This is an optimization exercise on Yosys and OpenROAD, whose aim is small area, not a production implementation.
At most, simulation tests tie the RTL to the original design; equivalence was not proved.

==> 11-04: inputs <==
==> flow/design.v <==
`timescale 1ns / 1ps
module mfe_led7seg_74hc595_controller (
    clk,
    rst,
    dat,
    vld,
    rdy,
    sclk,
    rclk,
    dio
    );
function integer clogb2;
   input [31:0] value;
   integer 	i;
   begin
      clogb2 = 0;
      for(i = 0; 2**i < value; i = i + 1)
	clogb2 = i + 1;
   end
endfunction
parameter   DIG_NUM       = 8;                           
parameter   SEG_NUM       = 8;                           
localparam  DAT_WIDTH_RAW = DIG_NUM + SEG_NUM;
localparam  DAT_WIDTH     = 2**clogb2(DAT_WIDTH_RAW);    
parameter   DIV_WIDTH     = 8;                           
input                     clk;
input                     rst;
input [DAT_WIDTH - 1 : 0] dat;
input                     vld;
output                    rdy;
output                    sclk;
output                    rclk;
output                    dio;
reg [DAT_WIDTH - 1 : 0] dat_reg;
reg                     start;
reg [DIV_WIDTH - 1:0]   div_cnt;
reg                     sclk_reg;
wire                    sclk_enb;
localparam CNT_WIDTH = clogb2(DAT_WIDTH);
reg [CNT_WIDTH - 1 : 0] cnt;
reg                     rclk_enb;
wire                    stop;
assign stop = rclk & (div_cnt == 0);
localparam MISS_BIT = DAT_WIDTH - DAT_WIDTH_RAW;
always @(posedge clk) begin
    if (rst) begin
        dat_reg <= {DAT_WIDTH{1'b0}};
    end
    else if (vld) begin
        dat_reg <= {dat[DAT_WIDTH_RAW - 1 -: DAT_WIDTH>>1],
                    {MISS_BIT{1'b0}}, dat[0 +: ((DAT_WIDTH>>1) - MISS_BIT)]};
    end
    else if (sclk_enb) begin
        dat_reg <= dat_reg << 1;
    end
end
always @(posedge clk) begin
    if (rst) begin
        start <= 1'b0;
    end
    else if (vld) begin
        start <= 1'b1;
    end
    else if (stop) begin
        start <= 1'b0;
    end
end
assign rdy = ~start;
assign dio = dat_reg[DAT_WIDTH - 1];
always @(posedge clk) begin
    if (rst) begin
        div_cnt <= {DIV_WIDTH{1'b0}};
    end
    else begin
        div_cnt <= div_cnt + 1'b1;
    end
end
assign sclk_enb = (div_cnt == 'd1) & sclk_reg;
always @(posedge clk) begin
    if (rst) begin
        sclk_reg <= 1'b0;
    end
    else if (start) begin
        if (div_cnt == 0) sclk_reg <= ~sclk_reg;
    end
end
assign sclk = sclk_reg & start;
always @(posedge clk) begin
    if (rst) begin
        cnt <= {CNT_WIDTH{1'b0}};
    end
    else if (start & sclk_enb) begin
        cnt <= cnt + 1'b1;
    end
end
always @(posedge clk) begin
    if (rst) begin
        rclk_enb <= 1'b0;
    end
    else if (vld) begin
        rclk_enb <= 1'b0;
    end
    else if (sclk_enb) begin
        rclk_enb <= 1'b1;
    end
end
assign rclk = (cnt == 'd0) & ~sclk & rclk_enb;
endmodule
`timescale 1ns / 1ps
module mfe_led7seg_74hc595_controller_wrapper (
    clk,
    rst,
    dat,
    vld,
    sclk,
    rclk,
    dio
    );
parameter   DIG_NUM       = 8;                       
parameter   SEG_NUM       = 8;                       
localparam  CHA_WIDTH     = DIG_NUM + SEG_NUM;       
localparam  DAT_WIDTH     = SEG_NUM * DIG_NUM;       
parameter   DIV_WIDTH     = 8;                       
function integer clogb2;
   input [31:0] value;
   integer 	i;
   begin
      clogb2 = 0;
      for(i = 0; 2**i < value; i = i + 1)
	clogb2 = i + 1;
   end
endfunction
input                     clk;
input                     rst;
input [DAT_WIDTH - 1 : 0] dat;
input                     vld;
output                    sclk;
output                    rclk;
output                    dio;
reg  [DAT_WIDTH - 1 : 0] dat_reg;
wire [CHA_WIDTH - 1 : 0] char_pos [DIG_NUM - 1 : 0];
always @(posedge clk) begin
    if (rst) begin
        dat_reg <= {DAT_WIDTH{1'b0}};
    end
    else if (vld) begin
        dat_reg <= dat;
    end
end
genvar i;
generate
    for (i = 0; i < DIG_NUM; i = i + 1) begin
        assign char_pos[i] = dat_reg[SEG_NUM * (i + 1) - 1 : SEG_NUM * i];
    end
endgenerate
localparam CNT_WIDTH = clogb2(DIG_NUM);
reg [CHA_WIDTH - 1 : 0] char;
reg [CNT_WIDTH - 1 : 0] cnt;
reg [  DIG_NUM - 1 : 0] pos;
wire                    char_vld;
wire                    ready;
assign char_vld = ready;
always @(posedge clk) begin
    if (rst) cnt <= 0;
    else if (char_vld) begin
        cnt <= cnt + 1'b1; 
    end
end
always @(posedge clk) begin
    if (rst) begin
        pos  <= {{{DIG_NUM - 1}{1'b0}}, 1'b1};
    end
    else if (char_vld) begin
        pos  <= {pos[DIG_NUM - 2 : 0], pos[DIG_NUM - 1]};
    end
end
always @(posedge clk) begin
    if (rst) begin
        char <= {CHA_WIDTH{1'b0}};
    end
    else begin
        char <= {char_pos[cnt], pos};
    end
end
mfe_led7seg_74hc595_controller
    #(
    .DIG_NUM    (DIG_NUM),
    .SEG_NUM    (SEG_NUM),
    .DIV_WIDTH  (DIV_WIDTH)
    )
led7seg_74hc595_ctrl
    (
    .clk        (clk),
    .rst        (rst),
    .dat        (char),
    .vld        (char_vld),
    .rdy        (ready),
    .sclk       (sclk),
    .rclk       (rclk),
    .dio        (dio)
    );
endmodule
==> flow/run.sh <==
#!/bin/bash
# synth_recipe.tcl (not shown) runs the flow's synth.tcl, then flattens the netlist and writes it again
# the make line also repeats each setting of config.mk as NAME=value (left out here)
make -C /OpenROAD-flow-scripts/flow DESIGN_CONFIG=/design/flow/config.mk WORK_HOME=/design/flow/orfs CLKGATE_MAP_FILE= SYNTH_SCRIPT=/design/flow/synth_recipe.tcl finish
==> flow/config.mk <==
export PLATFORM = sky130hd
export DESIGN_NAME = mfe_led7seg_74hc595_controller_wrapper
export DESIGN_NICKNAME = mfe_led7seg_74hc595_controller_wrapper
export VERILOG_FILES = /design/flow/design.v
export SDC_FILE = /design/flow/constraint.sdc
export NUM_CORES = 4
export LEC_CHECK = 0
export CAP_MARGIN = 20
export CORE_MARGIN = 2
export CORE_UTILIZATION = 40
export SLEW_MARGIN = 20
==> flow/constraint.sdc <==
create_clock -name core_clock -period 5.0 [get_ports {clk}]
set_input_delay 1.0000 -clock core_clock [delete_from_list [all_inputs] [get_ports {clk}]]
set_output_delay 1.0000 -clock core_clock [all_outputs]
set_load 0.01 [all_outputs]
==> 12-21: changes against 11-04 <==
==> flow/design.v (replaced) <==
module mfe_led7seg_74hc595_controller (
    clk,
    rst,
    seg,
    sel,
    sclk,
    rclk,
    dio
    );
input           clk;
input           rst;
input  [7 : 0]  seg;      
output [7 : 0]  sel;      
output          sclk;
output          rclk;
output          dio;
reg  [7 : 0] div;
wire         z61  = ~|div[6 : 1];
wire         z    = z61 & ~div[0];
wire         div0 = z & ~div[7];
wire         div1 = z61 & div[0] & ~div[7];
always @(posedge clk) begin
    if (rst) begin
        div <= 8'd0;
    end
    else begin
        div <= {div[6 : 0], div[7] ^ div[5] ^ div[4] ^ div[3] ^ z};
    end
end
reg  [5 : 0] slot;
reg          first;       
reg  [2 : 0] dig;
reg  [7 : 0] seg_reg;     
wire s32  = slot[5] & ~slot[0];
wire s33  = slot[5] &  slot[0];
wire [5 : 0] tgl;
assign tgl[0] = 1'b1;
assign tgl[1] = slot[0] & ~slot[5];
assign tgl[2] = slot[0] & slot[1];
assign tgl[3] = tgl[2] & slot[2];
assign tgl[4] = tgl[3] & slot[3];
assign tgl[5] = (tgl[4] & slot[4]) | s33;
always @(posedge clk) begin
    if (rst) begin
        slot <= 6'd0;
    end
    else if (div1) begin
        slot <= slot ^ tgl;
    end
end
always @(posedge clk) begin
    if (rst) begin
        first <= 1'b1;
    end
    else if (div0 & s33) begin
        first <= 1'b0;
    end
end
always @(posedge clk) begin
    if (rst) begin
        dig <= 3'd0;
    end
    else if (div1 & s32) begin
        dig <= dig + 1'b1;
    end
end
always @(posedge clk) begin
    if (rst) begin
        seg_reg <= 8'd0;
    end
    else if (div0 & s33) begin
        seg_reg <= seg;
    end
end
assign sel = 8'd1 << dig;
assign sclk = div1 ? (slot[0] & ~slot[5])
                   : (~slot[0] & (slot[5] | (slot[4 : 1] != 4'd0) | ~first));
assign rclk = slot[5] & (div1 | slot[0]);
wire [2 : 0] b    = ~slot[3 : 1];
wire         pbit = ~first & (dig == b);
assign dio = ~slot[5] & (slot[4] ? pbit : seg_reg[b]);
endmodule
module mfe_led7seg_74hc595_controller_wrapper (
    clk,
    rst,
    dat,
    vld,
    sclk,
    rclk,
    dio
    );
input           clk;
input           rst;
input  [63 : 0] dat;
input           vld;
output          sclk;
output          rclk;
output          dio;
wire [63 : 0] dat_reg;
mfe_led7seg_74hc595_store store (
    .clk  (clk),
    .ld   (vld & ~rst),
    .hd   (~vld & ~rst),
    .dat  (dat),
    .q    (dat_reg)
    );
wire [7 : 0] sel;     
reg  [7 : 0] seg;
integer      i;
always @(*) begin
    seg = 8'd0;
    for (i = 0; i < 8; i = i + 1) begin
        seg = seg | ({8{sel[i]}} & dat_reg[8 * i +: 8]);
    end
end
mfe_led7seg_74hc595_controller led7seg_74hc595_ctrl (
    .clk  (clk),
    .rst  (rst),
    .seg  (seg),
    .sel  (sel),
    .sclk (sclk),
    .rclk (rclk),
    .dio  (dio)
    );
endmodule
module mfe_led7seg_74hc595_store (
    clk,
    ld,
    hd,
    dat,
    q
    );
input             clk;
input             ld;
input             hd;
input  [63 : 0]   dat;
output [63 : 0]   q;
reg    [63 : 0]   q;
always @(posedge clk) begin
    q <= ({64{ld}} & dat) | ({64{hd}} & q);
end
endmodule
==> flow/flow/run.sh (new file) <==
#!/bin/bash
# Standard ORFS layout, with the port buffers made from the smallest buffer
# cell, and a clock tree of a few leaf clusters without dummy loads.
set -euo pipefail
export BUFFER_PORTS_ARGS="-buffer_cell sky130_fd_sc_hd__buf_1"
export CTS_ARGS="-repair_clock_nets -dont_use_dummy_load -buf_list sky130_fd_sc_hd__clkbuf_8"
bash standard.sh > standard.log 2>&1
==> flow/standard.sh (new file) <==
#!/bin/bash
# synth_recipe.tcl (not shown) runs the flow's synth.tcl, then flattens the netlist and writes it again
# the make line also repeats each setting of config.mk as NAME=value (left out here)
make -C /OpenROAD-flow-scripts/flow DESIGN_CONFIG=/design/flow/config.mk WORK_HOME=/design/flow/orfs CLKGATE_MAP_FILE= SYNTH_SCRIPT=/design/flow/synth_recipe.tcl "${@:-finish}"
Settings changed: SYNTH_HIERARCHICAL set to 1.
removed: flow/run.sh
==> comparison table <==
quantity                                                                                                      12-21                             11-04
Worst hold endpoint                                                                                     store.q[12]   led7seg_74hc595_ctrl.dat_reg[6]
Worst slack on hold paths                                                                                  0.477 ns                          0.423 ns
Std-Cell Rows                                                                                                    35                                41
Slowest stage cell on the critical path                                                    sky130_fd_sc_hd__dfxtp_1  sky130_fd_sc_hd__clkdlybuf4s50_1
Final design utilization                                                                                      44.0%                             52.1%
Post-CTS clock slew at the launch and capture registers of the worst setup and hold paths                   0.08 ns                           0.05 ns
Average cell area after synthesis                                                                        11.3 sq um                        9.59 sq um
Final Routed Wirelength                                                                                     7940 um                          11700 um
Multi-input gate area in the final layout                                                             0.00162 sq mm                     0.00251 sq mm
Result of the run                                                                                    finished clean                    finished clean
Warnings from Yosys                                                                                               9                                 2
XOR/XNOR share of the synthesized area                                                                        2.38%                            0.676%
Standard cell core area                                                                               0.00906 sq mm                      0.0126 sq mm
WL per Instance                                                                                             16.2 um                           15.2 um
Final Cycle Share                                                                                             55.7%                             63.9%
Dominant kind of cell                                                                              sequential cells                 multi-input gates
Synthesized flop and latch total                                                                                 90                               122
Stages on worst setup path                                                                                        4                                 5
Function not checked in 12-21: the RTL went through the layout flow alone.

separate check: timing with driven ports:
How much do the figures lean on ideal ports? The routed layouts below were timed once more, with nothing changed but the port constraints.
Step 1 (the two cells are an assumption about what drives the block):
set clk [get_ports {clk}]
set_driving_cell -lib_cell sky130_fd_sc_hd__clkbuf_16 $clk
set_driving_cell -lib_cell sky130_fd_sc_hd__buf_2 [delete_from_list [all_inputs] $clk]
Step 2 also shifts input and output timing later by t, the mid clock arrival at the registers, as if the neighbouring blocks saw the same clock.
Slacks: ideal / step 1 / step 2; pairs: ideal / step 1.
run | t (ns) | setup slack, ns | worst setup path after step 2 | pins driven straight from the clock port
11-04 | 0.452 | 1.806 / 1.768 / 2.219 | register to output | 1
12-21 | 0.374 | 2.215 / 2.183 / 2.425 | input to register | 1
After both steps every run listed still meets setup and hold.
